This design comes from an exercise in tuning for small area on the open sky130 flow, not from production work.
The RTL was checked by simulation tests, not by an equivalence proof against the original design.
In every run shown here, the design's own scripts or RTL, not TritonCTS, make the clock network.
The flow treats the clock pin as an ideal source. Dropping or thinning the clock tree relies on that and would not hold on a real chip.
Power figures rest on the tool's default switching activity, not on a simulated workload.

===== flow/run.sh =====
#!/bin/bash
# The standard layout (standard.sh's make command) with these changes:
#  * synthesis: synth_recipe.tcl with freduce and an area-oriented ABC script, and
#    adders left to ABC instead of being mapped to full/half-adder cells;
#  * port buffers use the smallest buffer cell instead of the default pick;
#  * a lighter clock tree: the clock port drives MCTS_K buffers, each placed
#    at the centre of the cluster of flip-flops it clocks (flow/mcts_hook.tcl).
set -euo pipefail
here=$(pwd)
sed "s#SYNTH_SCRIPT=[^ ]*#SYNTH_SCRIPT=$here/flow/my_synth.tcl ADDER_MAP_FILE=#" standard.sh > my_standard.sh
grep -q "SYNTH_SCRIPT=$here/flow/my_synth.tcl" my_standard.sh
export FLOW_SYNTH_TCL=$here/synth_recipe.tcl
export MY_ABC_SCRIPT=$here/flow/abc_area.script
export BUFFER_PORTS_ARGS="-buffer_cell sky130_fd_sc_hd__buf_1"
export PRE_CTS_TCL=$here/flow/mcts_hook.tcl
export MCTS_CLK=i_sclk MCTS_K=3 MCTS_BUF=sky130_fd_sc_hd__buf_12
bash my_standard.sh > orfs_flow.log 2>&1

===== flow/abc_area.script =====
&get -n
&st
&deepsyn -T 20
&dch -f
&nf -a -R 1000
&put

===== flow/mcts.tcl =====
# Manual clock tree: the clock port drives MCTS_K buffers (MCTS_BUF), each
# placed at the centre of a cluster of the flip-flops it clocks (k-means on
# the placed flip-flop positions).
proc mcts_build {} {
  set K $::env(MCTS_K)
  set bufname $::env(MCTS_BUF)
  set block [ord::get_db_block]
  set clknet [$block findNet $::env(MCTS_CLK)]
  set master [[ord::get_db] findMaster $bufname]
  set sinks {}
  foreach it [$clknet getITerms] {
    set loc [[$it getInst] getLocation]
    lappend sinks [list $it [lindex $loc 0] [lindex $loc 1]]
  }
  set n [llength $sinks]
  # initial centres: spread along x order
  set sorted [lsort -real -index 1 $sinks]
  set cx {}; set cy {}
  for {set k 0} {$k < $K} {incr k} {
    set s [lindex $sorted [expr {int(($k + 0.5) * $n / $K)}]]
    lappend cx [lindex $s 1]; lappend cy [lindex $s 2]
  }
  for {set iter 0} {$iter < 50} {incr iter} {
    set sx [lrepeat $K 0.0]; set sy [lrepeat $K 0.0]; set cnt [lrepeat $K 0]
    set assign {}
    foreach s $sinks {
      set best 0; set bd 1e30
      for {set k 0} {$k < $K} {incr k} {
        set d [expr {abs([lindex $s 1] - [lindex $cx $k]) + abs([lindex $s 2] - [lindex $cy $k])}]
        if {$d < $bd} { set bd $d; set best $k }
      }
      lappend assign $best
      lset sx $best [expr {[lindex $sx $best] + [lindex $s 1]}]
      lset sy $best [expr {[lindex $sy $best] + [lindex $s 2]}]
      lset cnt $best [expr {[lindex $cnt $best] + 1}]
    }
    for {set k 0} {$k < $K} {incr k} {
      if {[lindex $cnt $k] > 0} {
        lset cx $k [expr {[lindex $sx $k] / [lindex $cnt $k]}]
        lset cy $k [expr {[lindex $sy $k] / [lindex $cnt $k]}]
      }
    }
  }
  puts "mcts: $n sinks, cluster sizes $cnt"
  set nets {}
  for {set k 0} {$k < $K} {incr k} {
    set inst [odb::dbInst_create $block $master "mcts_buf_$k"]
    set net [odb::dbNet_create $block "mcts_clk_$k"]
    $net setSigType CLOCK
    [$inst findITerm A] connect $clknet
    [$inst findITerm X] connect $net
    $inst setLocation [expr {int([lindex $cx $k])}] [expr {int([lindex $cy $k])}]
    $inst setPlacementStatus PLACED
    $inst setSourceType TIMING
    lappend nets $net
  }
  foreach s $sinks a $assign {
    set it [lindex $s 0]
    $it disconnect
    $it connect [lindex $nets $a]
  }
}

===== flow/mcts_hook.tcl =====
# PRE_CTS hook: build a one-level clock tree by hand (see mcts.tcl) and skip
# TritonCTS, whose H-tree uses more buffers than this small design needs.
source [file join [file dirname [info script]] mcts.tcl]
mcts_build
set_propagated_clock [all_clocks]
proc clock_tree_synthesis {args} {
  puts "clock_tree_synthesis skipped: clock tree built by mcts_hook.tcl"
}

===== flow/my_synth.tcl =====
# The standard synthesis (synth_recipe.tcl, sourced unchanged) with one
# change at the logic-mapping step: Yosys's freduce first merges logic that
# it proves equivalent, then ABC maps the logic with an area-oriented script
# (MY_ABC_SCRIPT) instead of the delay-oriented one.  Flip-flop mapping is
# untouched, so the registers keep their names and cell types.
proc abc {args} {
  set i [lsearch -exact $args -script]
  if {$i >= 0 && [info exists ::env(MY_ABC_SCRIPT)]} {
    lset args [expr {$i + 1}] $::env(MY_ABC_SCRIPT)
  }
  yosys freduce
  yosys opt_clean
  yosys abc {*}$args
}
source $::env(FLOW_SYNTH_TCL)

===== standard.sh =====
#!/bin/bash
# synth_recipe.tcl (not shown) runs the flow's synth.tcl, then flattens the netlist and writes it again
# the make line also repeats each setting of config.mk as NAME=value (left out here)
make -C /OpenROAD-flow-scripts/flow DESIGN_CONFIG=/design/flow/config.mk WORK_HOME=/design/flow/orfs CLKGATE_MAP_FILE= SYNTH_SCRIPT=/design/flow/synth_recipe.tcl "${@:-finish}"

===== config.mk =====
export PLATFORM = sky130hd
export DESIGN_NAME = i2c_slave
export DESIGN_NICKNAME = i2c_slave
export VERILOG_FILES = /design/flow/design.v
export SDC_FILE = /design/flow/constraint.sdc
export NUM_CORES = 4
export LEC_CHECK = 0
export CAP_MARGIN = 0
export CORE_MARGIN = 2
export CORE_UTILIZATION = 72
export PLACE_DENSITY = 0.9
export SLEW_MARGIN = 0

===== constraint.sdc =====
create_clock -name core_clock -period 6.0 [get_ports {i_sclk}]
set_input_delay 1.2000 -clock core_clock [delete_from_list [all_inputs] [get_ports {i_sclk}]]
set_output_delay 1.2000 -clock core_clock [all_outputs]
set_load 0.01 [all_outputs]

===== design.v =====
module i2c_slave(
 input                 i_sclk
,input                 i_rst_n
,input         [7:0]   i_device_addr
,output reg            o_wr_de
,output        [7:0]   o_wr_addr
,output        [7:0]   o_wr_data
,output reg            o_wr_done
,output        [8:0]   o_wr_length
,output        [7:0]   o_rd_addr
,input         [7:0]   i_rd_data
,output                o_rd_de
,input                 i_scl
,input                 i_sda
,output                o_sda
);
localparam   S_IDLE         = 4'h0;
localparam   S_START        = 4'h1;
localparam   S_DEV_ADDR     = 4'h2;
localparam   S_DEV_ACK      = 4'h3;
localparam   S_REG_ADDR     = 4'h4;
localparam   S_REG_ACK      = 4'h5;
localparam   S_WR_DATA      = 4'h6;
localparam   S_WR_DATA_ACK  = 4'h7;
localparam   S_RD_DATA      = 4'h8;
localparam   S_RD_DATA_ACK  = 4'h9;
localparam   S_STOP         = 4'ha;
function [10:0] f_inc11(input [10:0] a);
	integer i; reg c;
	begin
		c = 1'b1;
		for(i = 0; i < 11; i = i + 1) begin
			f_inc11[i] = a[i] ^ c;
			c = c & a[i];
		end
	end
endfunction
function [8:0] f_inc9(input [8:0] a);
	integer i; reg c;
	begin
		c = 1'b1;
		for(i = 0; i < 9; i = i + 1) begin
			f_inc9[i] = a[i] ^ c;
			c = c & a[i];
		end
	end
endfunction
function [7:0] f_inc8(input [7:0] a);
	integer i; reg c;
	begin
		c = 1'b1;
		for(i = 0; i < 8; i = i + 1) begin
			f_inc8[i] = a[i] ^ c;
			c = c & a[i];
		end
	end
endfunction
function [8:0] f_add8(input [7:0] a, input [7:0] b);
	integer i; reg c;
	begin
		c = 1'b0;
		for(i = 0; i < 8; i = i + 1) begin
			f_add8[i] = a[i] ^ b[i] ^ c;
			c = (a[i] & b[i]) | (c & (a[i] ^ b[i]));
		end
		f_add8[8] = c;
	end
endfunction
function f_ge11(input [10:0] a, input [10:0] b);
	integer i; reg g;
	begin
		g = 1'b1;
		for(i = 0; i < 11; i = i + 1)
			g = (a[i] & ~b[i]) | ((a[i] | ~b[i]) & g);
		f_ge11 = g;
	end
endfunction
function [10:0] f_x125(input [9:0] x);
	integer i; reg c; reg [10:0] a, b;
	begin
		a = {1'b0, x};
		b = {3'b0, x[9:2]};
		c = 1'b0;
		for(i = 0; i < 11; i = i + 1) begin
			f_x125[i] = a[i] ^ b[i] ^ c;
			c = (a[i] & b[i]) | (c & (a[i] ^ b[i]));
		end
	end
endfunction
reg  [3:0]   r_cs;
reg  [3:0]   r_ns;
reg  [3:0]   r_scl;
reg  [3:0]   r_sda;
reg          r_scl_pos_d;
reg          ro_sda;
wire w_sda_pos   = ~r_sda[3] &  r_sda[2];
wire w_sda_neg   =  r_sda[3] & ~r_sda[2];
wire w_scl_pos   = ~r_scl[3] &  r_scl[2];
wire w_scl_neg   =  r_scl[3] & ~r_scl[2];
wire w_bus_start = w_sda_neg & r_scl[3];
wire w_bus_stop  = w_sda_pos & r_scl[3];
reg  [3:0]   r_bit_cnt;           
reg  [7:0]   r_shift;
reg  [7:0]   r_rd_addr;
reg  [8:0]   r_wr_length;
reg          r_wr_first;
reg          r_bus_wr_rd;
reg  [10:0]  r_ph_cnt;
reg  [9:0]   r_scl_low;
reg  [9:0]   r_scl_high;
reg          r_scl_high_vld;
reg          r_sda_en;
reg          r_idle_pre;
reg          r_idle_en;
assign o_sda       = ro_sda;
assign o_rd_addr   = r_rd_addr;
assign o_wr_data   = r_shift;
assign o_wr_length = r_wr_length;
wire [7:0] w_wr_ofs = r_wr_first ? 8'd0 : r_wr_length[7:0];
wire [8:0] w_wr_sum = f_add8(r_rd_addr, w_wr_ofs);
assign o_wr_addr = w_wr_sum[7:0];
wire w_ns_idle  = (r_ns == S_IDLE);
wire w_ns_dev   = (r_ns == S_DEV_ADDR);
wire w_cs_acked = (r_cs == S_REG_ADDR) && r_bit_cnt[3] && w_scl_neg;
wire w_rd_bit   = ~r_bit_cnt[3] & i_rd_data[~r_bit_cnt[2:0]];
wire w_low_meas = (r_cs == S_DEV_ADDR) && (r_bit_cnt[2:0] == 3'd1);
wire w_hi_meas  = w_ns_dev && (r_bit_cnt[2:0] == 3'd2) && w_scl_neg;
wire [10:0] w_ph_inc = f_inc11(r_ph_cnt);
always @(posedge i_sclk or negedge i_rst_n) begin
	if(~i_rst_n) begin
		r_sda <= 4'd0;
		r_scl <= 4'd0;
	end
	else begin
		r_sda <= {r_sda[2:0], i_sda};
		r_scl <= {r_scl[2:0], i_scl};
	end
end
always @(posedge i_sclk)
	r_scl_pos_d <= w_scl_pos;
always @(posedge i_sclk) begin
	if(r_ns == S_DEV_ADDR || r_ns == S_REG_ADDR || r_ns == S_WR_DATA || r_ns == S_RD_DATA) begin
		if(w_scl_pos)
			r_bit_cnt <= {r_bit_cnt[3] ^ (&r_bit_cnt[2:0]), r_bit_cnt[2] ^ (&r_bit_cnt[1:0]),
			              r_bit_cnt[1] ^ r_bit_cnt[0], ~r_bit_cnt[0]};
	end
	else
		r_bit_cnt <= 4'd0;
end
assign o_rd_de = r_scl_pos_d && ((r_cs == S_DEV_ACK && r_bus_wr_rd) || r_cs == S_RD_DATA_ACK);
always @(posedge i_sclk or negedge i_rst_n) begin
	if(~i_rst_n)
		o_wr_de <= 1'b0;
	else
		o_wr_de <= (r_cs == S_WR_DATA) && r_bit_cnt[3] && w_scl_neg;
end
always @(posedge i_sclk or negedge i_rst_n) begin
	if(~i_rst_n)
		r_bus_wr_rd <= 1'b0;
	else if(r_cs == S_DEV_ADDR && r_bit_cnt[2:0] == 3'd7 && w_scl_pos)
		r_bus_wr_rd <= r_sda[3];
end
always @(posedge i_sclk) begin
	if(w_cs_acked)
		r_wr_first <= 1'b1;
	else if(r_cs == S_WR_DATA_ACK && w_scl_pos)
		r_wr_first <= 1'b0;
end
always @(posedge i_sclk or negedge i_rst_n) begin
	if(~i_rst_n)
		r_rd_addr <= 8'd0;
	else if(w_cs_acked)
		r_rd_addr <= r_shift;
	else if(r_cs == S_RD_DATA_ACK && w_scl_pos)
		r_rd_addr <= f_inc8(r_rd_addr);
end
always @(posedge i_sclk or negedge i_rst_n) begin
	if(~i_rst_n)
		r_wr_length <= 9'd0;
	else if(r_cs == S_WR_DATA_ACK && w_scl_pos)
		r_wr_length <= f_inc9({1'b0, w_wr_ofs}) ^ {w_wr_sum[8], 8'd0};
end
always @(posedge i_sclk or negedge i_rst_n) begin
	if(~i_rst_n)
		o_wr_done <= 1'b0;
	else
		o_wr_done <= ~r_bus_wr_rd & w_bus_stop;
end
always @(posedge i_sclk) begin
	if(w_scl_pos)
		r_shift <= {r_shift[6:0], r_sda[3]};
end
always @(posedge i_sclk or negedge i_rst_n) begin
	if(~i_rst_n)
		ro_sda <= 1'b1;
	else if(w_ns_idle || r_idle_en)
		ro_sda <= 1'b1;
	else if(r_sda_en)
		case(r_ns)
			S_DEV_ACK, S_REG_ACK, S_WR_DATA_ACK: ro_sda <= 1'b0;
			S_RD_DATA:                           ro_sda <= w_rd_bit;
			default:                             ro_sda <= 1'b1;
		endcase
end
always @(posedge i_sclk) begin
	if(r_scl[3] ? (r_scl_pos_d || w_scl_neg)
	            : (w_ns_idle || (r_ph_cnt[9:0] == r_scl_low && ~w_low_meas)))
		r_ph_cnt <= 11'd0;
	else
		r_ph_cnt <= w_ph_inc;
end
always @(posedge i_sclk) begin
	if(w_low_meas && w_scl_pos)
		r_scl_low <= r_ph_cnt[9:0];
end
always @(posedge i_sclk) begin
	r_sda_en <= (~r_scl[3] || r_scl_pos_d) && (r_ph_cnt == {2'b0, r_scl_low[9:1]});
end
always @(posedge i_sclk) begin
	if(w_hi_meas)
		r_scl_high <= w_ph_inc[9:0];
end
always @(posedge i_sclk) begin
	if(w_ns_idle)
		r_scl_high_vld <= 1'b0;
	else if(w_hi_meas)
		r_scl_high_vld <= 1'b1;
end
always @(posedge i_sclk) begin
	r_idle_pre <= r_scl[3] && ~r_scl_pos_d && r_scl_high_vld && ~w_ns_idle && ~w_hi_meas &&
	              f_ge11(w_ph_inc, f_x125(r_scl_high));
	r_idle_en  <= r_idle_pre;
end
always @(posedge i_sclk or negedge i_rst_n) begin
	if(~i_rst_n)
		r_cs <= S_IDLE;
	else if(r_idle_en)
		r_cs <= S_IDLE;
	else
		r_cs <= r_ns;
end
always @(*) begin
	if(w_bus_start)
		r_ns = S_START;
	else if(w_bus_stop)
		r_ns = S_IDLE;
	else case(r_cs)
		S_START:
			r_ns = w_scl_neg ? S_DEV_ADDR : S_START;
		S_DEV_ADDR:
			if(r_bit_cnt[3] && w_scl_neg)
				r_ns = (r_shift[7:1] == i_device_addr[7:1]) ? S_DEV_ACK : S_IDLE;
			else
				r_ns = S_DEV_ADDR;
		S_DEV_ACK:
			if(w_scl_neg)
				r_ns = r_bus_wr_rd ? S_RD_DATA : S_REG_ADDR;
			else
				r_ns = S_DEV_ACK;
		S_REG_ADDR:
			r_ns = (r_bit_cnt[3] && w_scl_neg) ? S_REG_ACK : S_REG_ADDR;
		S_REG_ACK:
			r_ns = w_scl_neg ? S_WR_DATA : S_REG_ACK;
		S_WR_DATA:
			r_ns = (r_bit_cnt[3] && w_scl_neg) ? S_WR_DATA_ACK : S_WR_DATA;
		S_WR_DATA_ACK:
			r_ns = w_scl_neg ? S_WR_DATA : S_WR_DATA_ACK;
		S_RD_DATA:
			r_ns = (r_bit_cnt[3] && w_scl_neg) ? S_RD_DATA_ACK : S_RD_DATA;
		S_RD_DATA_ACK:
			if(w_scl_neg)
				r_ns = r_shift[0] ? S_STOP : S_RD_DATA;
			else
				r_ns = S_RD_DATA_ACK;
		S_STOP:
			r_ns = S_STOP;
		default:
			r_ns = S_IDLE;
	endcase
end
endmodule

==> results by group, run 1 <==
Outcome
  – Status: finished clean

GRT
  – Via count of the first global-routing pass: 2978
  – GRT Total Usage: 0.283
  – Initial antenna violation count: 0
  – Total gr overflow: 0
  – Pin count of the biggest net entering global routing: 34
  – First-pass GRT wire length: 14200 microns

Yosys
  – Most area-consuming cells after synthesis: edfxtp_1, dfrtp_1, dfxtp_1
  – YS warnings: 1
  – Synth Cell Area: 3970 sq um
  – Yosys reg bits: 82
  – Post-synth cell types: 45
  – Gate Count Post-Synth: 397
  – Main synth FF type: dfrtp_1
  – Asr flop ratio synth: 0.402
  – Register area share after synthesis: 0.526
  – EDFF count, synth: 28
  – Mean area per synthesized cell: 10.0 sq um
  – Syn_nets: 417
  – Area leader, netlist: edfxtp_1
  – Yosys top cell area share: 0.212

Flow run
  – Max-cap violations: 0

Clocking
  – Post-CTS setup buffer count: 0
  – CTS Hold Bufs: 0
  – CTS resizes: 0
  – Clk latency of the worst-skew pair: 0.14 ns
  – Clock-pin slew on the worst setup and hold paths: 0.09 ns

Floorplanning
  – Die Y: 78.3 microns
  – Core ar.: 5410 sq um
  – Starting density of the core: 0.735
  – Die area: 6130 sq um
  – Row count: 27
  – # IOs: 57
  – Die X: 78.3 microns

Finish
  – Register area: 2090 sq um
  – N_diodes: 0
  – Multi-input logic area: 1790 sq um
  – Layout cells sized above 1: 0.0132
  – Fill cell count: 336
  – Layout net count: 478
  – Area growth from synthesis to layout: 9.20%

Power and ir drop
  – Maximum VDD drop: 348 uV
  – Leakage power: 1.63 nW
  – Pwr dens: 220 nW/um^2

Worst setup path
  – Arrival time at the worst endpoint: 3.74 ns
  – Critical-path top delay cell: dfrtp_1
  – Critical Path Most Common Cell: maj3_1
  – Startpoint types: flip-flop
  – Kind of critical path: flip-flop to output pin
  – Worst EP required: 4.80 ns
  – Crit. End Element: output pin
  – Crit-path cells: and3_1 > nor2_1 > nor2_1 > maj3_1 > maj3_1 > maj3_1 > maj3_1 > maj3_1 > o21ai_0 > a21oi_1 > xor2_1 > buf_1
  – Critical path peak fanout: 7
  – Worst path max stage delay: 0.44 ns

Drt
  – Detailed-route wire length per cell: 16.3 microns
  – Via Count: 3263
  – DRT Wirelength: 8610 microns
  – DRC viols: 0
  – DRT Pass-1 Iters: 5
  – Via density: 6.18
  – Number of routed nets with antenna violations: 0
  – Initial DRC Count: 243

Timing
  – Final Cycle Share: 0.823
  – Final setup margin: 1.06 ns
  – Max frequency: 0.203 GHz
  – Worst clock skew: 0.0190 ns
  – Final hold violation count: 0
  – Max-slew headroom: 0.369
  – Tightest Pin Transition: 0.947 ns
  – Final slew viol count: 0
  – Setup violations, final: 0
  – RSZ-0062 raised after global routing: no
  – Setup TNS: 0 ns
  – Post-route minimum period: 4.94 ns

Place
  – Routability Congestion: 0.918
  – Port Buffers: 55
  – Placement Setup Slack: 1.26 ns
  – DP Wirelength: 6550 microns

Hold path
  – Hold Path Class: flip-flop to flip-flop
-- cell usage after synthesis (2+ instances only) --
| master | instances |
|---|---|
| nand3_1 | 7 |
| or3_1 | 2 |
| xnor2_1 | 24 |
| or2_0 | 6 |
| clkinv_1 | 25 |
| and3_1 | 12 |
| nand2b_1 | 7 |
| o221ai_1 | 5 |
| xor2_1 | 20 |
| and2_0 | 6 |
| nor4_1 | 5 |
| edfxtp_1 | 28 |
| a21oi_1 | 26 |
| nor3b_1 | 5 |
| nor3_1 | 21 |
| dfrtp_1 | 32 |
| nand2_1 | 30 |
| o2111ai_1 | 2 |
| maj3_1 | 10 |
| a22oi_1 | 2 |
| o22ai_1 | 7 |
| a22o_1 | 4 |
| a211oi_1 | 2 |
| nor2_1 | 42 |
| a221oi_1 | 4 |
| o21ai_0 | 15 |
| mux2_1 | 2 |
| nand3b_1 | 4 |
| nand4b_1 | 2 |
| dfxtp_1 | 21 |
| nor2b_1 | 5 |
-- critical path: cells and delay by family (launching register included) --
family                   cells  cell delay (ns)
AND/OR/NAND/NOR              3             0.36
AO/OA/AOI/OAI                2             0.44
flip-flops                   1             0.44
adder cells (fa/ha/maj)      5             2.05
XOR/XNOR                     1             0.15
buffers and inverters        1             0.18
-- layout make-up, without the clock buffers --
type	count	area share
well taps	72	0.0208
flip-flops and latches	82	0.482
inverters	25	0.0216
multi-input cells	290	0.413
repair buffers	56	0.0496
-- stage by stage --
stage / utilization / cell area (sq um) / power [mW] / cells / hold slack, ns
finish: 0.802 / 4340 / 0.956 / 528 / 0.346
global route: 0.802 / 4340 / 0.987 / 528 / 0.352
CTS: 0.802 / 4340 / 0.956 / 528 / 0.344
detailed placement: 0.791 / 4280 / 0.748 / 525 / 0.323
global placement: 0.791 / 4280 / 0.742 / 525 / 0.315
floorplan: - / 3970 / 0.706 / 397 / 0.310
-- state kept, by name, indices dropped and copies added (netlist names) --
| register | cells |
|---|---|
| r_scl | 4 |
| r_rd_addr | 8 |
| o_wr_de | 1 |
| r_idle_pre | 1 |
| r_sda_en | 1 |
| r_cs | 4 |
| ro_sda | 1 |
| r_idle_en | 1 |
| r_scl_high_vld | 1 |
| o_wr_done | 1 |
| r_scl_pos_d | 1 |
| r_shift | 8 |
| r_ph_cnt | 11 |
| r_scl_high | 10 |
| r_bit_cnt | 4 |
| r_sda | 4 |
| r_wr_first | 1 |
| r_bus_wr_rd | 1 |
| r_wr_length | 9 |
| r_scl_low | 10 |
-- where the power goes --
part	internal [mW]	switching (mW)	total [mW]	leakage, nW
Clock	0.0817	0.135	0.217	0.0282
Combinational	0.0413	0.0731	0.114	0.733
Sequential	0.598	0.0269	0.625	0.874
Total	0.721	0.235	0.956	1.63
-- kinds of logic after synthesis --
logic type                 after synthesis  share of synthesized area
and+or+nand+nor                        157                      0.198
DFF                                     82                      0.526
AOI/OAI and AO/OA                       77                      0.124
xor gates and xnor gates                44                     0.0970
buffers and inverters                   25                     0.0236
adders and majority gates               10                     0.0252
muxes                                    2                    0.00567
-- metal layers --
metal,vias to the layer above,routed length (microns),GRT usage
li1,1548,-,-
met1,1559,3770,0.419
met2,147,4200,0.476
met3,9,553,0.0230
met4,0,83,0.0421
met5,-,0,0
-- placed cells by master, fill, tap and decap left out, types with 7 or more instances in the layout --
| master | Yosys | layout |
|---|---|---|
| nor2_1 | 42 | 42 |
| nand3_1 | 7 | 7 |
| dfrtp_1 | 32 | 32 |
| o22ai_1 | 7 | 7 |
| nand2_1 | 30 | 30 |
| maj3_1 | 10 | 10 |
| clkinv_1 | 25 | 25 |
| nor3_1 | 21 | 21 |
| a21oi_1 | 26 | 26 |
| o21ai_0 | 15 | 15 |
| edfxtp_1 | 28 | 28 |
| xnor2_1 | 24 | 24 |
| buf_1 | 0 | 54 |
| nand2b_1 | 7 | 7 |
| and3_1 | 12 | 12 |
| xor2_1 | 20 | 20 |
| dfxtp_1 | 21 | 21 |
-- worst paths after layout --
kind / start / to / slack (ns) / cells past startpoint
max reg2reg: r_wr_length[0] / r_wr_length[8] / 2.47 / 11
min in group asynchronous: i_rst_n / r_rd_addr[1] / 1.16 / 1
max: r_wr_length[0] / o_wr_addr[7] / 1.06 / 12
min reg2reg: r_idle_pre / r_idle_en / 0.35 / 0
min: r_idle_pre / r_idle_en / 0.35 / 0
max in group asynchronous: i_rst_n / o_wr_done / 4.30 / 1
==> inputs of run 2 (changes only) <==
--- a/config.mk
+++ b/config.mk
@@ -7,6 +7,6 @@
 export LEC_CHECK = 0
 export CAP_MARGIN = 0
 export CORE_MARGIN = 2
-export CORE_UTILIZATION = 72
-export PLACE_DENSITY = 0.9
+export CORE_UTILIZATION = 60
+export PLACE_DENSITY = 0.8
 export SLEW_MARGIN = 0
==> results by group, run 2 <==
Power and ir drop
  – Switch share: 0.240
  – NetSw: 0.228 mW
  – Leakage power: 1.63 nW
  – Clock power frac: 0.225
  – Flop pwr share: 0.657
  – Cell Int Power: 0.721 mW
  – Comb power frac: 0.117
  – Pwr dens: 218 nW/um^2
  – Maximum VDD drop: 308 uV

Yosys
  – Yosys reg bits: 82
  – YS warnings: 1
  – Synth Cell Area: 3970 sq um
  – Gate Count Post-Synth: 397
  – Register area share after synthesis: 0.526
  – Most area-consuming cells after synthesis: edfxtp_1, dfrtp_1, dfxtp_1
  – Count leader, synth: nor2_1
  – Post-synth cell types: 45
  – Post-synth top cells: nor2_1, dfrtp_1, nand2_1
  – EDFF count, synth: 28
  – Main synth FF type: dfrtp_1
  – Asr flop ratio synth: 0.402
  – Syn_nets: 417
  – Yosys top cell area share: 0.212
  – Mean area per synthesized cell: 10.0 sq um
  – Area leader, netlist: edfxtp_1

Outcome
  – Status: finished clean

Timing
  – Post-route minimum period: 4.83 ns
  – Setup violations, final: 0
  – Final slew viol count: 0
  – Setup TNS: 0 ns
  – RSZ-0062 raised after global routing: no
  – Final hold violation count: 0
  – Max-slew headroom: 0.430
  – Worst clock skew: 0.0143 ns
  – Max frequency: 0.207 GHz
  – Final Cycle Share: 0.806
  – Tightest Pin Transition: 0.856 ns

Finish
  – Leading cell type in the layout, fill and taps excluded: buf_1
  – Largest register FFs: 11
  – Util after Layout: 0.680
  – Area growth from synthesis to layout: 9.36%
  – Layout cells sized above 1: 0.0132
  – Post-Layout Cell Count: 533
  – Biggest regs: r_ph_cnt (11), r_scl_high (10), r_scl_low (10)
  – Most flop-heavy register: r_ph_cnt
  – Fill cell count: 497
  – Layout net count: 478
  – N_diodes: 0
  – Most frequent cells in the layout: buf_1, nor2_1, dfrtp_1, nand2_1, edfxtp_1

Clocking
  – CTS Hold Bufs: 0
  – Clock-pin slew on the worst setup and hold paths: 0.11 ns
  – Clk latency of the worst-skew pair: 0.14 ns
  – Post-CTS setup buffer count: 0
  – CTS resizes: 0

GRT
  – Total gr overflow: 0
  – Initial antenna violation count: 0
  – First-pass GRT wire length: 13500 microns
  – Via count of the first global-routing pass: 2951
  – Pin count of the biggest net entering global routing: 34
  – GRT Total Usage: 0.221

Flow run
  – Max-cap violations: 0

Floorplanning
  – # IOs: 57
  – Die X: 85.4 microns
  – Starting density of the core: 0.622
  – Die Y: 85.4 microns
  – Die area: 7290 sq um
  – Row count: 29
  – Core ar.: 6390 sq um

Worst setup path
  – Crit. End Element: output pin
  – Critical path peak fanout: 6
  – Worst EP required: 4.80 ns
  – Kind of critical path: flip-flop to output pin
  – Arrival time at the worst endpoint: 3.63 ns
  – Reg2reg start: r_scl_high[3]
  – Startpoint types: flip-flop
  – CP startpoint: r_rd_addr[0]

Hold path
  – Worst Min Path Start: r_idle_pre
  – Hold Path Class: flip-flop to flip-flop

Drt
  – DRT Wirelength: 8110 microns
  – DRT Pass-1 Iters: 4
  – Initial DRC Count: 202
  – Via Count: 3150
  – Via density: 5.91
  – DRC viols: 0
  – Number of routed nets with antenna violations: 0
  – Detailed-route wire length per cell: 15.2 microns

Place
  – DP Wirelength: 6140 microns
  – Placed cell count: 530
  – Routability Congestion: 0.965
  – Port Buffers: 55
## run 2: cell counts in the layout (fill, tap and decap cells not counted)
Identical to the previous run, type by type.
## run 2: per-stage QoR
stage	setup slack (ns)	hold slack, ns	area, sq um	total power [mW]
6_report	1.17	0.336	4340	0.949
4_1_cts	1.17	0.345	4340	0.953
5_1_grt	0.942	0.360	4340	0.986
3_3_place_gp	1.46	0.311	4280	0.742
3_5_place_dp	1.35	0.331	4280	0.746
2_1_floorplan	1.61	0.310	3970	0.706
## run 2: final timing paths
path / endpoint / slack (ns) / cells past startpoint
min in group asynchronous: r_wr_length[2] / 1.14 / 1
max: o_wr_addr[7] / 1.17 / 12
min reg2reg: r_idle_en / 0.34 / 0
max in group asynchronous: r_rd_addr[1] / 4.34 / 1
min: r_idle_en / 0.34 / 0
max reg2reg: r_idle_pre / 2.40 / 15
## run 2: layer usage
| layer | track usage | share of wire |
|---|---|---|
| met1 | 0.291 | 0.42 |
| met2 | 0.406 | 0.51 |
| met3 | 0.0146 | 0.044 |
| met4 | 0.0433 | 0.020 |
| met5 | 0 | 0 |
## run 2: cells by family after synthesis
kind of cell             share of synthesized area
AO/OA/AOI/OAI                                0.124
XOR/XNOR                                    0.0970
adder cells (fa/ha/maj)                     0.0252
buffers and inverters                       0.0236
flip-flops                                   0.526
multiplexers                               0.00567
AND/OR/NAND/NOR                              0.198
## run 2: critical path, cell delays in order (launching register included)
cell	delay [ns]
dfrtp_1	0.47
and3_1	0.19
nor2_1	0.09
nor2_1	0.07
maj3_1	0.40
maj3_1	0.40
maj3_1	0.41
maj3_1	0.40
maj3_1	0.40
o21ai_0	0.26
a21oi_1	0.09
xor2_1	0.15
buf_1	0.16
## run 2: area by class of cell, without the clock buffers
type | instances | area (sq um) | area share
timing repair buffer | 56 | 215 | 0.0496
tap | 77 | 96.3 | 0.0222
inverter | 25 | 93.8 | 0.0216
sequential | 82 | 2090 | 0.481
multi-input combinational | 290 | 1790 | 0.412
## run 2: power groups by stage
stage | sequential, mW | combinational (mW) | clock, mW
floorplan | 0.631 | 0.0745 | 0
global placement | 0.635 | 0.107 | 0
detailed placement | 0.635 | 0.110 | 0
CTS | 0.623 | 0.112 | 0.218
global route | 0.627 | 0.125 | 0.234
finish | 0.624 | 0.111 | 0.214
==> inputs of run 3 (changes only) <==
==> flow/run.sh (replaced) <==
#!/bin/bash
# The standard layout (standard.sh's make command) with these changes:
#  * synthesis: synth_recipe.tcl with freduce and an area-oriented ABC script
#    (abc_area_mfs.script; should ABC fail on it, abc_area.script instead),
#    and adders left to ABC instead of being mapped to full/half-adder cells;
#  * port buffers use the smallest buffer cell instead of the default pick;
#  * a lighter clock tree: the clock port drives MCTS_K buffers, each placed
#    at the centre of the cluster of flip-flops it clocks (flow/mcts_hook.tcl).
set -euo pipefail
here=$(pwd)
sed "s#SYNTH_SCRIPT=[^ ]*#SYNTH_SCRIPT=$here/flow/my_synth.tcl ADDER_MAP_FILE=#" standard.sh > my_standard.sh
grep -q "SYNTH_SCRIPT=$here/flow/my_synth.tcl" my_standard.sh
export FLOW_SYNTH_TCL=$here/synth_recipe.tcl
export BUFFER_PORTS_ARGS="-buffer_cell sky130_fd_sc_hd__buf_1"
export PRE_CTS_TCL=$here/flow/mcts_hook.tcl
export MCTS_CLK=i_sclk MCTS_K=3 MCTS_BUF=sky130_fd_sc_hd__buf_12
if ! MY_ABC_SCRIPT=$here/flow/abc_area_mfs.script bash my_standard.sh synth > orfs_synth_try1.log 2>&1; then
  rm -rf orfs
  MY_ABC_SCRIPT=$here/flow/abc_area.script bash my_standard.sh synth > orfs_synth_try2.log 2>&1
fi
bash my_standard.sh > orfs_flow.log 2>&1
==> flow/abc_area_mfs.script (new file) <==
&get -n
&st
&deepsyn -T 20
&dch -f
&nf -a -R 1000
&put
mfs3 -ae
topo
==> results by group, run 3 <==
Worst setup path
  – Worst reg2reg path depth: 16
  – Worst r2r dst: r_idle_pre
  – Top Family by Delay on Critical Path: adder cells
  – Critical-path top delay cell: dfrtp_1
  – Reg2reg start: r_scl_high[3]
  – Worst path depth: 12
  – CP bufs+invs: 1
  – Arrival time at the worst endpoint: 3.58 ns
  – Worst EP required: 4.80 ns
  – Crit-path cells: and3_1 > nor2_1 > nor2_1 > maj3_1 > maj3_1 > maj3_1 > maj3_1 > maj3_1 > o21ai_0 > a21oi_1 > xor2_1 > buf_1
  – Setup crit end: o_wr_addr[7]
  – Crit. End Element: output pin
  – Worst path max stage delay: 0.44 ns
  – Kind of critical path: flip-flop to output pin
  – Critical Path Most Common Cell: maj3_1
  – CP startpoint: r_wr_length[0]
  – Startpoint types: flip-flop
  – Critical path peak fanout: 7
  – Reg2Reg Setup Slack: 2.34 ns

Place
  – Placed cell count: 526
  – Routability Congestion: 0.894
  – Port Buffers: 55
  – Placement Setup Slack: 1.41 ns
  – DP Wirelength: 6090 microns
  – Area after DPL: 4240 sq um

Finish
  – Layout cells sized above 1: 0.0111
  – Layout net count: 474
  – Area growth from synthesis to layout: 9.25%
  – Post-Layout Cell Count: 529
  – Fin area: 4300 sq um
  – Leading cell type in the layout, fill and taps excluded: buf_1
  – Largest register FFs: 11
  – Biggest regs: r_ph_cnt (11), r_scl_high (10), r_scl_low (10)
  – Most frequent cells in the layout: buf_1, nor2_1, dfrtp_1, nand2_1
  – Most flop-heavy register: r_ph_cnt
  – N_diodes: 0

GRT
  – Initial antenna violation count: 0
  – GRT Total Usage: 0.217
  – First-pass GRT wire length: 13300 microns
  – Total gr overflow: 0
  – Pin count of the biggest net entering global routing: 34
  – Via count of the first global-routing pass: 2832

Drt
  – DRC viols: 0
  – DRT Pass-1 Iters: 5
  – Initial DRC Count: 265
  – Via density: 5.91
  – Via Count: 3125
  – Detailed-route wire length per cell: 15.2 microns
  – DRT Wirelength: 8040 microns
  – Number of routed nets with antenna violations: 0

Clocking
  – CTS resizes: 0
  – CTS Hold Bufs: 0
  – Clk latency of the worst-skew pair: 0.14 ns
  – Post-CTS setup buffer count: 0
  – Clock-pin slew on the worst setup and hold paths: 0.11 ns

Timing
  – Setup violations, final: 0
  – Max-slew headroom: 0.378
  – Tightest Pin Transition: 0.933 ns
  – Max frequency: 0.209 GHz
  – Final slew viol count: 0
  – Final hold violation count: 0
  – Final setup margin: 1.22 ns
  – Setup TNS: 0 ns
  – Post-route minimum period: 4.78 ns
  – Hold_ws: 0.346 ns
  – RSZ-0062 raised after global routing: no
  – Final Cycle Share: 0.796
  – Worst clock skew: 0.0210 ns

Yosys
  – Compound-cell area share of the yosys netlist: 0.140
  – Yosys reg bits: 82
  – YS warnings: 1
  – Largest family of logic cells by synthesized area: simple AND/OR/NAND/NOR gates
  – Most area-consuming cells after synthesis: edfxtp_1, dfrtp_1, dfxtp_1
  – Area leader, netlist: edfxtp_1
  – Post-synth cell types: 47
  – Count leader, synth: nor2_1
  – Multiplexer area fraction after synthesis: 0.00572
  – Syn_nets: 414
  – Synth Cell Area: 3940 sq um
  – Synth Area in XOR/XNOR: 0.0890
  – Gate Count Post-Synth: 394
  – Mean area per synthesized cell: 9.99 sq um
  – Yosys top cell area share: 0.214
  – Register area share after synthesis: 0.531
  – Asr flop ratio synth: 0.402
  – Post-Synth Adder-Cell Area: 0.0254
  – EDFF count, synth: 28
  – Main synth FF type: dfrtp_1
  – Post-synthesis simple-gate area fraction: 0.185
  – Post-synth top cells: nor2_1, dfrtp_1, nand2_1

Hold path
  – Hold Path Depth: 0
  – Hold Path Class: flip-flop to flip-flop
  – Worst Min Path Start: r_idle_pre

Floorplanning
  – Starting density of the core: 0.620
  – Row count: 29
  – Core ar.: 6350 sq um
  – Die X: 85.0 microns
  – # IOs: 57
  – Die area: 7220 sq um
  – Die Y: 85.0 microns

Power and ir drop
  – Leakage power: 1.64 nW
  – Maximum VDD drop: 169 uV
  – Pwr dens: 219 nW/um^2

Flow run
  – Max-cap violations: 0

Outcome
  – Status: finished clean
-- run 3: worst min-delay path by stage --
| stage | endpoint | slack [ns] |
|---|---|---|
| global route | r_idle_en | 0.36 |
| finish | r_idle_en | 0.35 |
| global placement | r_idle_en | 0.31 |
| CTS | r_idle_en | 0.35 |
| detailed placement | r_idle_en | 0.32 |
| floorplan | r_idle_en | 0.31 |
-- run 3: kinds of logic (layout without fill, tap and decap cells) --
logic type | count (synthesis) | count (layout)
fa+ha+maj | 10 | 10
flops | 82 | 82
buf+inv | 25 | 83
compound gates | 86 | 86
simple gates | 149 | 149
xor+xnor | 40 | 40
mux | 2 | 2
-- run 3: area by class of cell, without the clock buffers --
class / instances / area (sq um)
fillers: 504 / 2050
inverters: 25 / 93.8
multi-input cells: 287 / 1750
flip-flops and latches: 82 / 2090
well taps: 77 / 96.3
repair buffers: 55 / 208
-- run 3: report_power, final --
group          internal [mW]  switching [mW]
logic                 0.0402          0.0683
clock network         0.0816           0.128
registers              0.598          0.0261
-- run 3: stage by stage --
| stage | util | total power, mW |
|---|---|---|
| floorplan | - | 0.703 |
| global placement | 0.668 | 0.740 |
| detailed placement | 0.668 | 0.742 |
| CTS | 0.677 | 0.949 |
| global route | 0.677 | 0.986 |
| finish | 0.677 | 0.942 |
-- run 3: metal layers --
layer / up-vias / global-route usage / wire [microns]
met4: 0 / 0.0462 / 161
met2: 112 / 0.347 / 3730
met1: 1467 / 0.332 / 3710
met3: 15 / 0.0126 / 426
li1: 1531 / - / -
met5: - / 0 / 0
==> inputs of run 4 (changes only) <==
--- a/design.v
+++ b/design.v
@@ -108,7 +108,6 @@
 reg  [10:0]  r_ph_cnt;
 reg  [9:0]   r_scl_low;
 reg  [9:0]   r_scl_high;
-reg          r_scl_high_vld;
 reg          r_sda_en;
 reg          r_idle_pre;
 reg          r_idle_en;
@@ -217,17 +216,13 @@
 	r_sda_en <= (~r_scl[3] || r_scl_pos_d) && (r_ph_cnt == {2'b0, r_scl_low[9:1]});
 end
 always @(posedge i_sclk) begin
-	if(w_hi_meas)
+	if(w_ns_idle)
+		r_scl_high <= 10'd0;
+	else if(w_hi_meas)
 		r_scl_high <= w_ph_inc[9:0];
 end
 always @(posedge i_sclk) begin
-	if(w_ns_idle)
-		r_scl_high_vld <= 1'b0;
-	else if(w_hi_meas)
-		r_scl_high_vld <= 1'b1;
-end
-always @(posedge i_sclk) begin
-	r_idle_pre <= r_scl[3] && ~r_scl_pos_d && r_scl_high_vld && ~w_ns_idle && ~w_hi_meas &&
+	r_idle_pre <= r_scl[3] && ~r_scl_pos_d && (r_scl_high != 10'd0) && ~w_ns_idle && ~w_hi_meas &&
 	              f_ge11(w_ph_inc, f_x125(r_scl_high));
 	r_idle_en  <= r_idle_pre;
 end
==> results by group, run 4 <==
Floorplanning
  – Core ar.: 6310 sq um
  – Die area: 7180 sq um
  – Starting density of the core: 0.620
  – # IOs: 57
  – Die Y: 84.7 microns
  – Row count: 29
  – Die X: 84.7 microns

Worst setup path
  – Reg2reg start: r_rd_addr[0]
  – Crit. End Element: output pin
  – Worst reg2reg path depth: 13
  – Worst EP required: 4.80 ns
  – Critical path peak fanout: 6
  – Kind of critical path: flip-flop to output pin
  – Arrival time at the worst endpoint: 3.51 ns
  – Startpoint types: flip-flop
  – Worst r2r dst: r_wr_length[8]
  – Reg2Reg Setup Slack: 2.28 ns

Yosys
  – Largest family of logic cells by synthesized area: simple AND/OR/NAND/NOR gates
  – Post-synth cell types: 44
  – Asr flop ratio synth: 0.407
  – Post-synth top cells: nand2_1, nor2_1, dfrtp_1
  – EDFF count, synth: 18
  – Yosys reg bits: 81
  – Area leader, netlist: dfrtp_1
  – Most area-consuming cells after synthesis: dfrtp_1, dfxtp_1, edfxtp_1
  – Compound-cell area share of the yosys netlist: 0.145
  – Post-synthesis simple-gate area fraction: 0.188
  – YS warnings: 1
  – Gate Count Post-Synth: 415
  – Yosys top cell area share: 0.205
  – Main synth FF type: dfrtp_1
  – Synth Area in XOR/XNOR: 0.110
  – Synth Cell Area: 3910 sq um
  – Mean area per synthesized cell: 9.42 sq um
  – Register area share after synthesis: 0.503
  – Syn_nets: 435
  – Multiplexer area fraction after synthesis: 0.00576
  – Post-Synth Adder-Cell Area: 0.0333

Finish
  – Layout net count: 497
  – Layout cells sized above 1: 0.0147
  – N_diodes: 0
  – Leading cell type in the layout, fill and taps excluded: buf_1
  – Multi-input logic area: 1880 sq um
  – Most frequent cells in the layout: buf_1, nand2_1, nor2_1, dfrtp_1, dfxtp_1
  – Biggest regs: r_ph_cnt (11), r_scl_high (10), r_scl_low (10)
  – Util after Layout: 0.680
  – Fill cell count: 501
  – Most flop-heavy register: r_ph_cnt
  – Area growth from synthesis to layout: 9.69%
  – Fin area: 4290 sq um
  – Register area: 1970 sq um
  – Post-Layout Cell Count: 552
  – Largest register FFs: 11

Timing
  – Post-route minimum period: 4.71 ns
  – Setup violations, final: 0
  – Setup TNS: 0 ns
  – Worst clock skew: 0.0289 ns
  – Tightest Pin Transition: 0.920 ns
  – Final setup margin: 1.29 ns
  – Final Cycle Share: 0.785
  – Max-slew headroom: 0.387
  – Final hold violation count: 0
  – Final slew viol count: 0
  – Hold_ws: 0.338 ns
  – Max frequency: 0.212 GHz
  – RSZ-0062 raised after global routing: no

Place
  – Port Buffers: 55
  – Placement Setup Slack: 1.47 ns
  – Placed cell count: 549
  – Area after DPL: 4230 sq um
  – DP Wirelength: 6170 microns
  – Routability Congestion: 0.857

Clocking
  – CTS Hold Bufs: 0
  – CTS resizes: 0
  – Clk latency of the worst-skew pair: 0.15 ns
  – Post-CTS setup buffer count: 0
  – Clock-pin slew on the worst setup and hold paths: 0.10 ns

Drt
  – Via Count: 3237
  – Initial DRC Count: 217
  – Detailed-route wire length per cell: 14.8 microns
  – DRT Wirelength: 8180 microns
  – Via density: 5.86
  – DRT Pass-1 Iters: 5
  – DRC viols: 0
  – Number of routed nets with antenna violations: 0

Hold path
  – Worst Hold End: r_idle_en
  – Worst Min Path Start: r_idle_pre
  – Hold Path Depth: 0
  – Hold Path Class: flip-flop to flip-flop

Flow run
  – Max-cap violations: 0

GRT
  – GRT Total Usage: 0.227
  – Pin count of the biggest net entering global routing: 34
  – First-pass GRT wire length: 13800 microns
  – Total gr overflow: 0
  – Initial antenna violation count: 0
  – Via count of the first global-routing pass: 2998

Power and ir drop
  – Leakage power: 1.67 nW
  – Power consumption: 0.892 mW
  – Pwr dens: 208 nW/um^2
  – Maximum VDD drop: 200 uV

Outcome
  – Status: finished clean
[run 4: layout make-up, without the clock buffers]
type,instances,area share
Inverter,16,0.0140
Multi-Input combinational cell,318,0.439
Sequential cell,81,0.459
Tap cell,77,0.0225
Timing Repair Buffer,57,0.0519
[run 4: worst max-delay path by stage]
stage / slack [ns] / endpoint / cells after the start / start
6_report: 1.29 / o_wr_addr[7] / 12 / r_rd_addr[0]
3_3_place_gp: 1.55 / o_wr_addr[7] / 12 / r_rd_addr[0]
2_1_floorplan: 1.62 / o_wr_addr[7] / 11 / r_wr_length[1]
5_1_grt: 1.09 / o_wr_addr[7] / 12 / r_rd_addr[0]
4_1_cts: 1.28 / o_wr_addr[7] / 12 / r_rd_addr[0]
3_5_place_dp: 1.47 / o_wr_addr[7] / 12 / r_rd_addr[0]
[run 4: worst max-delay path, cell delays in order, from the launching register on]
cell,delay [ns]
dfrtp_1,0.45
and3_1,0.18
nor2_1,0.08
nor2_1,0.07
maj3_1,0.39
maj3_1,0.41
maj3_1,0.41
maj3_1,0.41
maj3_1,0.39
o21bai_1,0.18
a21oi_1,0.09
xnor2_1,0.14
buf_1,0.16
[run 4: metal layers]
metal	global-route usage	part of all wire	vias to the layer above
met2	0.387	0.48	91
met5	0	0	-
met4	0.0375	0.014	0
li1	-	-	1590
met1	0.328	0.47	1543
met3	0.0147	0.039	13
[run 4: power by group]
part / leakage, nW / internal (mW) / switching [mW]
sequential: 0.851 / 0.574 / 0.0219
clock: 0.0282 / 0.0816 / 0.131
combinational: 0.787 / 0.0301 / 0.0533
total: 1.67 / 0.686 / 0.206
[run 4: cells by family after synthesis]
family / count (synthesis)
adder cells (fa/ha/maj): 13
flip-flops: 81
AND/OR/NAND/NOR: 163
buffers and inverters: 16
multiplexers: 2
XOR/XNOR: 49
AO/OA/AOI/OAI: 91

[re-timing with driven ports]
How much do the figures lean on ideal ports? The routed layouts below were timed once more, with nothing changed but the port constraints. Step 1 sets driving cells, clkbuf_16 on the clock port and buf_2 on the other inputs (assumed; they add their load-dependent delay and slew). Step 2 adds t to the input delays and takes it off the output delays; t is the mean of the earliest and latest rising clock arrival at the registers after step 1. Input paths then give back, and output paths get back, about the clock's delay inside the block. a / b / c = ideal / step 1 / step 2; a / b = the first two.
run | t (ns) | setup slack, ns | worst setup path at the end | worst data-port slew with drivers (ns) | pins driven straight from the clock port
run 1 | 0.198 | 1.063 / 0.999 / 1.196 | register to output | 0.03 | 3
run 2 | 0.203 | 1.166 / 1.098 / 1.301 | register to output | 0.04 | 3
run 3 | 0.199 | 1.223 / 1.157 / 1.355 | register to output | 0.03 | 3
run 4 | 0.198 | 1.291 / 1.225 / 1.423 | register to output | 0.03 | 3
After both steps every run listed still meets setup and hold.
